From an optimization exercise on the open Yosys and OpenROAD flow, aimed at small area and a short achievable clock period; shortcuts taken in it are not production practice.
No functional check of the RTL was part of any run shown here.
In every run shown here, the design's own scripts or RTL, not TritonCTS, make the clock network.
The clock input has no modelled driver; a real chip could not lean on it and would need a root buffer or a full tree.
No activity file was given, so power comes from the tool's default toggle rates.

### design/flow/flow/area_synth_all.tcl
# The standard flow's synthesis (synth_recipe.tcl, which runs ORFS's synth.tcl), with one
# change: ABC maps the whole design with an area-oriented script
# (flow/abc_area_map.script).
proc abc {args} {
  set i [lsearch -exact $args -script]
  set rest [lreplace $args $i [expr {$i + 1}]]
  yosys abc -script $::env(FLOW_ABC_AREA_SCRIPT) {*}$rest
}
source $::env(FLOW_SYNTH_TCL)
### design/flow/constraint.sdc
create_clock -name core_clock -period 18.0 [get_ports {clk}]
set_input_delay 3.6000 -clock core_clock [delete_from_list [all_inputs] [get_ports {clk}]]
set_output_delay 3.6000 -clock core_clock [all_outputs]
set_load 0.01 [all_outputs]
### design/flow/design.v
`timescale 1ns / 1ps
module ultrasonido(clk, trig, echo, distancia, init, done);
input init;
input clk;
input echo;
output reg trig;
output reg [8:0] distancia;
output reg done;
reg pr;       
reg [22:0] t;
localparam [22:0] INV = 23'h2AAAAA;
wire [22:0] s = t ^ INV;
wire zero22 = (s[21:0] == 22'd0);
wire next_z = zero22 & s[22];           
wire cur_z = zero22 & ~s[22];           
wire end_w = s[22] & s[20] & s[19] & s[11] & s[10] & ~s[6];
wire win = pr | next_z | ((trig | cur_z) & ~end_w);
wire fb = s[22] ^ s[17] ^ zero22;
wire [22:0] t_d;
wire pr_n;
ultrasonido_inv ivp (.a(pr), .y(pr_n));
assign t_d[0] = pr | fb;
genvar i;
generate
	for (i = 1; i < 23; i = i + 1) begin : stage
		if (i % 2) ultrasonido_nand st (.a(pr_n), .b(t[i-1]), .y(t_d[i]));
		else ultrasonido_nor st (.a(pr), .b(t[i-1]), .y(t_d[i]));
	end
endgenerate
reg [8:0] q;
reg [16:0] R;
reg h;
localparam [16:0] ROFF = 17'd31072;
wire last = ~R[16] & q[7] & q[8] & q[4] & ~R[11] & q[1] & R[12] & R[9] & R[1]
          & ~R[5] & ~q[3] & ~R[13] & ~q[0] & ~q[2] & ~q[6] & R[0] & ~R[8] & ~R[4];
wire [17:0] S = {1'b0, R} + 18'd17;
wire co = S[17];
wire pa = h & ~trig;                    
wire clr = ~h | (pa & last);
wire [16:0] R_nx = clr ? ROFF : pa ? (co ? (S[16:0] | ROFF) : S[16:0]) : R;
wire [8:0] q_nx = clr ? 9'd0 : q + {8'd0, pa & co};
wire [8:0] dist_d;
wire trig_d, done_d, h_d;
ultrasonido_io io (
	.init(init), .echo(echo), .win(win), .h(h), .Kn(win | ~h), .done(done),
	.distancia(distancia), .qn(q_nx),
	.trig_d(trig_d), .done_d(done_d), .h_d(h_d), .dist_d(dist_d));
always @(posedge clk) begin
	pr <= ~init;
	t <= t_d;
	q <= q_nx;
	R <= R_nx;
	h <= h_d;
	trig <= trig_d;
	done <= done_d;
	distancia <= dist_d;
end
endmodule
module ultrasonido_io(init, echo, win, h, Kn, done, distancia, qn,
                      trig_d, done_d, h_d, dist_d);
input init, echo, win, h, done;
input Kn;                               
input [8:0] distancia, qn;
output trig_d, done_d, h_d;
output [8:0] dist_d;
wire act = ~win & echo;                 
wire lowev = ~win & ~echo;              
wire ld = ~(echo | Kn);                 
assign trig_d = init & win;
assign done_d = init & (done | lowev);
assign h_d = init & (act | (h & ~lowev));
assign dist_d = ld ? (qn & {9{init}}) : (distancia & {9{init}});
endmodule
module ultrasonido_nand(a, b, y);
input a, b;
output y;
assign y = ~(a & b);
endmodule
module ultrasonido_nor(a, b, y);
input a, b;
output y;
assign y = ~(a | b);
endmodule
module ultrasonido_inv(a, y);
input a;
output y;
assign y = ~a;
endmodule
### design/flow/flow/abc_area_map.script
strash
balance
rewrite
refactor
balance
rewrite -z
refactor -z
rewrite -z
balance
&get -n
&st
&dch -f
&nf -a -R 1000
&put
topo
### design/flow/flow/run.sh
#!/bin/bash
# The standard ORFS layout (standard.sh), in two runs of make:
#  1. synthesis to CTS, after which the clock tree is replaced by a few clock
#     buffers on the clock port (flow/post_cts.tcl, flow/clock_leaves.tcl);
#  2. global route to the end, with a larger setup margin for repair_timing.
set -e
export FLOW_FLOW_DIR=$PWD/flow
export FLOW_SYNTH_TCL=$PWD/synth_recipe.tcl
export FLOW_ABC_AREA_SCRIPT=$PWD/flow/abc_area_map.script
bash standard.sh BUFFER_PORTS_ARGS="-buffer_cell sky130_fd_sc_hd__buf_2" CTS_ARGS="-sink_clustering_enable -repair_clock_nets -dont_use_dummy_load" SETUP_SLACK_MARGIN=13.0 SYNTH_SCRIPT=$PWD/flow/area_synth_all.tcl POST_CTS_TCL=$PWD/flow/post_cts.tcl cts > standard_to_cts.log 2>&1
bash standard.sh BUFFER_PORTS_ARGS="-buffer_cell sky130_fd_sc_hd__buf_2" CTS_ARGS="-sink_clustering_enable -repair_clock_nets -dont_use_dummy_load" SETUP_SLACK_MARGIN=13.0 SETUP_SLACK_MARGIN=13.7 SYNTH_SCRIPT=$PWD/flow/area_synth_all.tcl POST_CTS_TCL=$PWD/flow/post_cts.tcl finish > standard_finish.log 2>&1
### design/flow/flow/clock_leaves.tcl
# POST_CTS hook: replace the clock tree that CTS built by a few clock buffers
# driven straight from the clock port, each driving one vertical stripe of the
# registers (registers sorted by x, cut into equal groups). All registers then
# see the same one-buffer clock path.
proc leaf_clock_tree { master_name nleaves } {
  set block [ord::get_db_block]
  set master [[ord::get_db] findMaster $master_name]
  set clk_net [[$block findBTerm clk] getNet]
  set sinks {}
  foreach inst [$block getInsts] {
    if {![[$inst getMaster] isSequential]} { continue }
    foreach it [$inst getITerms] {
      if {[[$it getMTerm] getName] == "CLK"} { lappend sinks [list [lindex [$inst getLocation] 0] [lindex [$inst getLocation] 1] $it] }
    }
  }
  # the buffers CTS made: every non-register instance whose output net carries the clock
  set dead {}
  foreach inst [$block getInsts] {
    if {[[$inst getMaster] isSequential]} { continue }
    foreach it [$inst getITerms] {
      if {[$it isInputSignal] && [$it getNet] != "NULL" && [[$it getNet] getSigType] == "CLOCK"} { lappend dead $inst; break }
    }
  }
  foreach s $sinks { [lindex $s 2] disconnect }
  foreach inst $dead {
    set nets {}
    foreach it [$inst getITerms] { if {[$it getNet] != "NULL" && [$it getNet] != $clk_net} { lappend nets [$it getNet] } }
    odb::dbInst_destroy $inst
    foreach n $nets { if {[llength [$n getITerms]] == 0 && [llength [$n getBTerms]] == 0} { odb::dbNet_destroy $n } }
  }
  set sinks [lsort -integer -index 0 $sinks]
  set n [llength $sinks]
  for {set k 0} {$k < $nleaves} {incr k} {
    set lo [expr {$k * $n / $nleaves}]; set hi [expr {($k + 1) * $n / $nleaves}]
    set buf [odb::dbInst_create $block $master clkleaf_$k]
    set net [odb::dbNet_create $block clknet_leaf_$k]
    $net setSigType CLOCK
    [$buf findITerm A] connect $clk_net
    [$buf findITerm X] connect $net
    set xs 0; set ys 0
    foreach s [lrange $sinks $lo [expr {$hi - 1}]] {
      [lindex $s 2] connect $net
      set xs [expr {$xs + [lindex $s 0]}]; set ys [expr {$ys + [lindex $s 1]}]
    }
    set m [expr {$hi - $lo}]
    $buf setLocation [expr {int($xs / $m)}] [expr {int($ys / $m)}]
    $buf setPlacementStatus PLACED
  }
  puts "leaf_clock_tree: $n registers on $nleaves x $master_name, removed [llength $dead] cells"
}
### design/flow/flow/post_cts.tcl
# Runs at the end of ORFS's CTS step (POST_CTS_TCL).
source $::env(FLOW_FLOW_DIR)/clock_leaves.tcl
leaf_clock_tree sky130_fd_sc_hd__buf_6 4
detailed_placement
estimate_parasitics -placement
### design/flow/config.mk
export PLATFORM = sky130hd
export DESIGN_NAME = ultrasonido
export DESIGN_NICKNAME = ultrasonido
export VERILOG_FILES = /design/flow/design.v
export SDC_FILE = /design/flow/constraint.sdc
export NUM_CORES = 4
export LEC_CHECK = 0
export CAP_MARGIN = 20
export CORE_MARGIN = 2
export CORE_UTILIZATION = 70
export SLEW_MARGIN = 20
export SYNTH_HIERARCHICAL = 1
### design/flow/standard.sh
#!/bin/bash
# synth_recipe.tcl (not shown) runs the flow's synth.tcl, then flattens the netlist and writes it again
# the make line also repeats each setting of config.mk as NAME=value (left out here)
make -C /OpenROAD-flow-scripts/flow DESIGN_CONFIG=/design/flow/config.mk WORK_HOME=/design/flow/orfs CLKGATE_MAP_FILE= SYNTH_SCRIPT=/design/flow/synth_recipe.tcl "${@:-finish}"
==> results.yml, run 1 <==
sta:
  worstMarginPinSlew_ns: 0.868
  maxSlewViolCount: 0
  timing.fmax_mhz: 234
  setup_tns_ns: 0
  period_minus_slack_ns: 4.26
  hold_viol: 0
  finalSetupViolCount: 0
  finalClockSkew_ns: 0.0176
  slew_headroom_pct: 41.5
  fin_crit_sh_pct: 23.7
  grt_setup_unrepaired: "yes"
worst_hold_path:
  min_path_type: "register to register"
  hold_end: "t[17]"
  worstHoldPathCells: 1
  hold_start: "t[16]"
synthesis:
  ys_seq_area_share_pct: 56.8
  syn_nets: 244
  yosysWarnings: 7
  synthFlopType: "dfxtp_1"
  syn_area_sq_um: 2180
  synth_cells: 238
  synth.distinct_cells: 31
  synth-edff-count: 0
  ys_seq_elements: 62
  async_flop_share_pct: 0
  synth.avg_cell_area_sq_um: 9.18
run_status:
  status: "no timing/DRC/antenna violations"
critical_path:
  r2r_start: "h"
  cp-start-kind: "register"
  r2r-end: "distancia[8]"
  cp-end-kind: "primary output"
  rr_worst_depth: 13
  crit_arrival_ns: 0.66
  worst_ep_required_time_ns: 14.40
  cp_max_fo: 5
  crit_path_max_incr_delay_ns: 0.39
  rrSetupSlack_ns: 14.87
  path_buf_inv: 1
  crit_family: "flip-flops"
  cp_cell_sequence: "buf_2"
  critical_path_class: "register to primary output"
  crit_slowest_cell: "dfxtp_2"
routing:
  wl_um: 3980
  avgRoutedWirePerCell_um: 13.8
  drcViolationCount: 0
  drtPass1Iterations: 5
  drt_iter0_drc: 162
  route.vias.total: 1705
  ant_nets: 0
  avgViaCountPerCell: 5.90
global_route:
  antenna_found_initial: 0
  grt_max_degree: 17
  grt_pass1_wl_um: 6680
  grt.total_usage_pct: 23.9
  grt_pass1_vias: 1585
  grt_overflow: 0
cts:
  clk_pin_slew_ns: 0.10
  clkLatencyLatePin_ns: 0.13
  numClockSinks: 62
floorplan:
  core_area_sq_um: 3000
  io_pins: 14
  dieArea_sq_um: 3580
  start_util_pct: 72.7
  die_w_um: 59.9
  die_height_um: 59.9
  row_count: 20
power_and_ir_drop:
  power_density_nw_per_um2: 85.2
  p_leak_nw: 0.954
  ir_drop_mv: 0.104
flow_run:
  max-cap-violations: 0
layout:
  fin_nets: 264
  final_util_pct: 78.5
  syn2layout_area_growth_pct: 7.90
  drive_gt1_share_pct: 8.59
  diodes: 0
placed_design:
  dpl.hpwl_um: 2850
  portBuffers: 13
  gp_congestion: 0.874
-- cells in the mapped netlist (2+ instances only) --
library cell,count,area [sq um]
or4b_1,2,20.0
xor2_1,7,61.3
a31oi_1,2,12.5
nor2b_1,2,12.5
nand3_1,3,15.0
nor4bb_1,3,30.0
and3_1,6,37.5
nor3_1,14,70.1
o21ai_0,14,70.1
nand2_1,22,82.6
a21oi_1,7,35.0
a41oi_1,2,17.5
ha_1,3,37.5
dfxtp_1,62,1240
and4_1,2,17.5
clkinv_1,7,26.3
nor4_1,2,12.5
and2_0,3,18.8
xnor2_1,5,43.8
nand4_1,8,50.1
nor2_1,52,195
-- per-layer routing --
layer / routed length, um / GRT usage (%) / part of all wire, %
met4: 27 / 5.08 / 0.68
met3: 92 / 4.33 / 2.3
met2: 1930 / 43.2 / 49
met1: 1920 / 29.6 / 48
met5: 0 / 0 / 0
-- Yosys stat by module, one instance, submodules excluded --
module            cells  cell area (sq um)  copies in the design
ultrasonido_nand      1               3.75                    11
ultrasonido_inv       1               3.75                     1
ultrasonido         180               1950                     1
ultrasonido_io       35                153                     1
ultrasonido_nor       1               3.75                    11
-- cell type report --
type | count | area, sq um
Buffer | 4 | 45.0
Inverter | 7 | 26.3
Sequential cell | 62 | 1240
Tap cell | 33 | 41.3
Timing Repair Buffer | 14 | 72.6
Multi-Input combinational cell | 169 | 930
Fill cell | 199 | 646
-- worst register-to-register path: cells and delay by family (launching register included) --
family / cells / cell delay, ns
AND/OR/NAND/NOR: 10 / 2.07
adder cells (fa/ha/maj): 2 / 0.47
flip-flops: 1 / 0.45
AO/OA/AOI/OAI: 1 / 0.08
-- cell usage in the layout (no fill, tap or decap), types with 4 or more instances in the layout --
cell type and count:
nand2_1 22, xnor2_1 5, clkinv_1 7, nand4_1 8
a21oi_1 7, and3_1 6, dfxtp_1 61, nor2_1 51
xor2_1 7, buf_6 4, nor3_1 14, o21ai_0 14
buf_2 13
-- per-stage QoR --
step / instance area [sq um] / hold slack [ns] / worst slack [ns] / std cells / total power [mW]
3_3_place_gp: 2310 / 0.358 / 13.64 / 285 / 0.153
2_1_floorplan: 2180 / 0.353 / 13.80 / 238 / 0.150
3_5_place_dp: 2310 / 0.367 / 13.57 / 285 / 0.154
5_1_grt: 2360 / 0.410 / 13.70 / 289 / 0.207
6_report: 2360 / 0.393 / 13.74 / 289 / 0.201
-- sequential cells by signal, indices dropped and copies added, names as in the netlist --
signal,flops
done,1
t,23
h,1
R,17
pr,1
q,9
trig,1
distancia,9
-- worst max path at each step --
stage               startpoint            to  cells past startpoint
floorplan                 echo  distancia[4]                      3
global placement          echo  distancia[5]                      4
detailed placement        echo  distancia[5]                      4
global route              trig          trig                      1
finish                    trig          trig                      1
-- power breakdown --
part	total (mW)	switching (mW)	internal, mW
logic	0.00938	0.00593	0.00346
clock network	0.0499	0.0320	0.0179
registers	0.141	0.00208	0.139
-- cells by family after synthesis --
kind of cell	Yosys count	share of synthesized area, %
AO/OA/AOI/OAI	30	8.02
XOR/XNOR	12	4.81
adder cells (fa/ha/maj)	3	1.72
buffers and inverters	7	1.20
flip-flops	62	56.8
AND/OR/NAND/NOR	124	27.4
==> inputs of run 2 (changes only) <==
==> design/flow/design.v (replaced) <==
`timescale 1ns / 1ps
module ultrasonido(clk, trig, echo, distancia, init, done);
input init;
input clk;
input echo;
output reg trig;
output reg [8:0] distancia;
output reg done;
reg pr;       
reg pa;       
reg pl;       
reg [22:0] t;
localparam [22:0] INV = 23'h2AAAAA;
wire [22:0] s = t ^ INV;
reg W;
wire [22:0] s_nx = pr ? 23'd1 : {s[21:0], s[22] ^ s[17] ^ (s[21:0] == 22'd0)};
wire zero22 = (s_nx[21:0] == 22'd0);
wire next_z = zero22 & s_nx[22];        
wire cur_z = zero22 & ~s_nx[22];        
wire end_w = s_nx[22] & s_nx[20] & s_nx[19] & s_nx[11] & s_nx[10] & ~s_nx[6];
wire trig_nx = init & W;
wire W_nx = ~init | next_z | ((trig_nx | cur_z) & ~end_w);
wire win = W;
reg [10:0] q;
reg [16:0] R;
reg h;
localparam [16:0] ROFF = 17'd31072;
wire last = q[10] & q[8] & q[7] & q[4] & q[1]
          & R[15] & R[12] & R[9] & R[3] & R[2] & R[1] & R[0];
wire [17:0] S = {1'b0, R} + 18'd17;
wire co = S[17];
wire clr = pr | pl | (pa & last);
wire [16:0] R_nx = clr ? ROFF : pa ? (co ? (S[16:0] | ROFF) : S[16:0]) : R;
wire [10:0] q_nx = clr ? 11'd0 : q + {10'd0, pa & co};
wire act = ~win & echo;
wire lowev = ~win & ~echo;
wire h_nx = init & (act | (h & ~lowev));
wire ld = lowev & h;                    
always @(posedge clk) begin
	pr <= ~init;
	pa <= init & act;
	pl <= init & lowev;
	t <= s_nx ^ INV;
	q <= q_nx;
	R <= R_nx;
	h <= h_nx;
	trig <= trig_nx;
	W <= W_nx;
	done <= init & (done | lowev);
	if (!init) distancia <= 9'd0;
	else if (ld) distancia <= q_nx[8:0];
end
endmodule
==> design/flow/flow/run.sh (replaced) <==
#!/bin/bash
# The standard ORFS layout (standard.sh), in two runs of make:
#  1. synthesis to CTS, after which the clock tree is replaced by a few clock
#     buffers on the clock port (flow/post_cts.tcl, flow/clock_leaves.tcl);
#  2. global route to the end, with a larger setup margin for repair_timing.
set -e
export FLOW_FLOW_DIR=$PWD/flow
bash standard.sh BUFFER_PORTS_ARGS="-buffer_cell sky130_fd_sc_hd__buf_2" CTS_ARGS="-sink_clustering_enable -repair_clock_nets -dont_use_dummy_load" SETUP_SLACK_MARGIN=13.0 CORE_UTILIZATION=70 POST_CTS_TCL=$PWD/flow/post_cts.tcl cts > standard_to_cts.log 2>&1
bash standard.sh BUFFER_PORTS_ARGS="-buffer_cell sky130_fd_sc_hd__buf_2" CTS_ARGS="-sink_clustering_enable -repair_clock_nets -dont_use_dummy_load" SETUP_SLACK_MARGIN=13.0 CORE_UTILIZATION=70 SETUP_SLACK_MARGIN=13.8 POST_CTS_TCL=$PWD/flow/post_cts.tcl finish > standard_finish.log 2>&1
==> design/flow/flow/post_cts.tcl (replaced) <==
# Runs at the end of ORFS's CTS step (POST_CTS_TCL).
source $::env(FLOW_FLOW_DIR)/clock_leaves.tcl
leaf_clock_tree sky130_fd_sc_hd__clkbuf_8 4
detailed_placement
estimate_parasitics -placement
--- a/design/flow/config.mk
+++ b/design/flow/config.mk
@@ -8,5 +8,4 @@
 export CAP_MARGIN = 20
 export CORE_MARGIN = 2
-export CORE_UTILIZATION = 70
+export CORE_UTILIZATION = 40
 export SLEW_MARGIN = 20
-export SYNTH_HIERARCHICAL = 1
removed: design/flow/flow/abc_area_map.script
removed: design/flow/flow/area_synth_all.tcl
==> results.yml, run 2 <==
layout:
  final_cell_area_sq_um: 2820
  largest_reg_flops: 23
  layout_commonest_cell: "dfxtp_1"
  fin_nets: 284
  syn2layout_area_growth_pct: 14.4
  fillers: 195
  top_register: "t"
  diodes: 0
  drive_gt1_share_pct: 17.4
  final_cell_mix: "dfxtp_1, nor2_1, nand2_1"
  largestRegisters: "t (23), R (17), q (11)"
cts:
  clk_pin_slew_ns: 0.10
  clkLatencyLatePin_ns: 0.16
  numClockSinks: 67
critical_path:
  crit_arrival_ns: 4.45
  rr_worst_depth: 9
  critical_path_class: "input pin to register"
  worst_ep_required_time_ns: 18.06
  r2r-end: "distancia[8]"
  path_buf_inv: 2
  crit_family: "simple AND/OR/NAND/NOR gates"
  r2r_start: "pa"
  cp_max_fo: 3
  rrSetupSlack_ns: 15.14
  cp-start-kind: "input pin"
  crit_path_max_incr_delay_ns: 0.24
  crit_slowest_cell: "o32ai_2"
  cp-end-kind: "register"
  cp_cell_sequence: "buf_8, nor2_4, and2_4, buf_4, nand2_2, o32ai_2"
floorplan:
  die_w_um: 63.4
  core_area_sq_um: 3360
  dieArea_sq_um: 4020
  start_util_pct: 73.4
  io_pins: 14
  row_count: 21
  die_height_um: 63.4
sta:
  finalSetupViolCount: 0
  maxSlewViolCount: 0
  timing.fmax_mhz: 227
  setup_tns_ns: 0
  finalClockSkew_ns: 0.0150
  fin_crit_sh_pct: 24.4
  worstMarginPinSlew_ns: 0.595
  slew_headroom_pct: 60.3
  hold_viol: 0
  grt_setup_unrepaired: "yes"
  period_minus_slack_ns: 4.40
power_and_ir_drop:
  clkPwrFrac_pct: 26.4
  combPwrFrac_pct: 3.5
  p_switching_mw: 0.0414
  ir_drop_mv: 0.0767
  p_int_mw: 0.173
  pwr-share-seq_pct: 70.2
  p_leak_nw: 1.07
  switching_share_pct: 19.3
  power_density_nw_per_um2: 75.9
synthesis:
  synth_commonest_cells: "dfxtp_1, nor2_1, nand2_1"
  ys_top_cells_by_area: "dfxtp_1, nor2_1, nand2_1"
  yosysTopAreaCellShare_pct: 54.4
  synthFlopType: "dfxtp_1"
  synth-edff-count: 0
  ys_seq_area_share_pct: 54.4
  yosysMostFrequentCell: "dfxtp_1"
  ys_seq_elements: 67
  synth.distinct_cells: 39
  yosysWarnings: 1
  yosysTopAreaCell: "dfxtp_1"
  synth_cells: 259
  async_flop_share_pct: 0
  syn_area_sq_um: 2470
  synth.avg_cell_area_sq_um: 9.53
  syn_nets: 265
global_route:
  grt_max_degree: 23
  antenna_found_initial: 0
  grt_pass1_wl_um: 7680
  grt_overflow: 0
  grt_pass1_vias: 1748
  grt.total_usage_pct: 23.8
worst_hold_path:
  hold_start: "t[20]"
  hold_end: "t[21]"
  worstHoldPathCells: 1
  min_path_type: "register to register"
routing:
  ant_nets: 0
  wl_um: 6090
  drcViolationCount: 0
  route.vias.total: 2020
  avgRoutedWirePerCell_um: 18.9
  avgViaCountPerCell: 6.27
  drtPass1Iterations: 4
  drt_iter0_drc: 181
run_status:
  status: "no timing/DRC/antenna violations"
placed_design:
  gp_congestion: 0.763
  dpl.hpwl_um: 3300
  dpl_cell_area_sq_um: 2570
  portBuffers: 13
flow_run:
  max-cap-violations: 0
-- run 2: changes by cell type after synthesis, moves of 5 or more --
| cell | before | now |
|---|---|---|
| nor2_1 | 52 | 40 |
| o21ai_0 | 14 | 4 |
| nand2_1 | 22 | 29 |
| xnor2_1 | 5 | 12 |
| inv_1 | 0 | 5 |
| clkinv_1 | 7 | 2 |
| nand3_1 | 3 | 18 |
| nor3_1 | 14 | 6 |
| dfxtp_1 | 62 | 67 |
-- run 2: final cells by class --
cell class                      count  area (sq um)  share of cell area [%]
Buffer                              4          55.1                    1.95
Inverter                            7          30.0                    1.06
Multi-Input combinational cell    178          1120                    39.7
Sequential cell                    67          1350                    48.0
Tap cell                           46          57.6                    2.04
Timing Repair Buffer               20           205                    7.27
-- run 2: how the worst max path moves through the flow --
stage / from / to / slack (ns) / cells past startpoint
floorplan: echo / distancia[3] / 13.75 / 4
global placement: init / distancia[2] / 13.48 / 3
detailed placement: init / distancia[1] / 13.39 / 3
global route: echo / distancia[4] / 13.58 / 6
finish: echo / distancia[4] / 13.60 / 6
-- run 2: logic make-up (layout without fill, tap and decap cells) --
| logic type | count (synthesis) | count (layout) | synth area share [%] |
|---|---|---|---|
| simple gates | 126 | 126 | 25.0 |
| flops | 67 | 67 | 54.4 |
| xor+xnor | 23 | 23 | 8.16 |
| compound gates | 23 | 23 | 6.95 |
| buf+inv | 14 | 31 | 2.79 |
| mux | 3 | 3 | 1.22 |
| fa+ha+maj | 3 | 3 | 1.52 |
-- run 2: worst reg2reg max path, cell delays in order (launching register included) --
cell     delay (ns)
dfxtp_1        0.53
nand3_1        0.33
nor2_1         0.43
and3_1         0.24
ha_1           0.20
ha_1           0.22
and4_1         0.26
nand4_1        0.12
xor2_1         0.25
o21ai_0        0.14
-- run 2: per-layer routing --
layer / share of wire, % / global-route usage (%) / vias to the layer above
met4: 4.5 / 9.78 / 0
li1: - / - / 935
met2: 51 / 37.9 / 93
met3: 4.7 / 3.39 / 20
met1: 40 / 32.5 / 972
met5: 0 / 0 / -
-- run 2: stage by stage --
stage	std cells	hold WS [ns]	utilization [%]	power (mW)	worst slack, ns
after global placement	312	0.372	76.3	0.158	13.48
after detailed placement	312	0.380	76.3	0.159	13.39
after global routing	322	0.421	83.9	0.221	13.58
after floorplan	259	0.366	-	0.157	13.75
final	322	0.397	83.9	0.214	13.60
-- run 2: power by group through the flow --
stage / clock network, mW / registers [mW] / logic [mW]
after floorplan: 0 / 0.153 / 0.00397
after global placement: 0 / 0.153 / 0.00495
after detailed placement: 0 / 0.154 / 0.00505
after global routing: 0.0628 / 0.150 / 0.00798
final: 0.0564 / 0.150 / 0.00749

[port drivers added, routing unchanged]
In the flow no input, the clock included, has a driving cell. The finished layouts below were timed again as built, in two steps.
Step 1: set_driving_cell puts a clkbuf_16 on clk and a buf_2 on each other input, an assumption about the parent block.
Step 2 moves the port delays by t, midway between the first and last clock arrival at a register: inputs arrive t later, outputs are due t later. That takes back most of the time a late clock gives input paths.
Three values: ideal, step 1, step 2; two values: the first two.
run | shift t [ns] | setup slack, ns | worst setup path at the end
run 1 | 0.173 | 13.736 / 13.687 / 13.671 | input to register
run 2 | 0.205 | 13.602 / 13.608 / 13.403 | input to register
After both steps setup and hold are still met in every run listed. The setup slack of run 2, which loses most, moves by +0.006 ns with the drivers and by -0.199 ns with both steps.
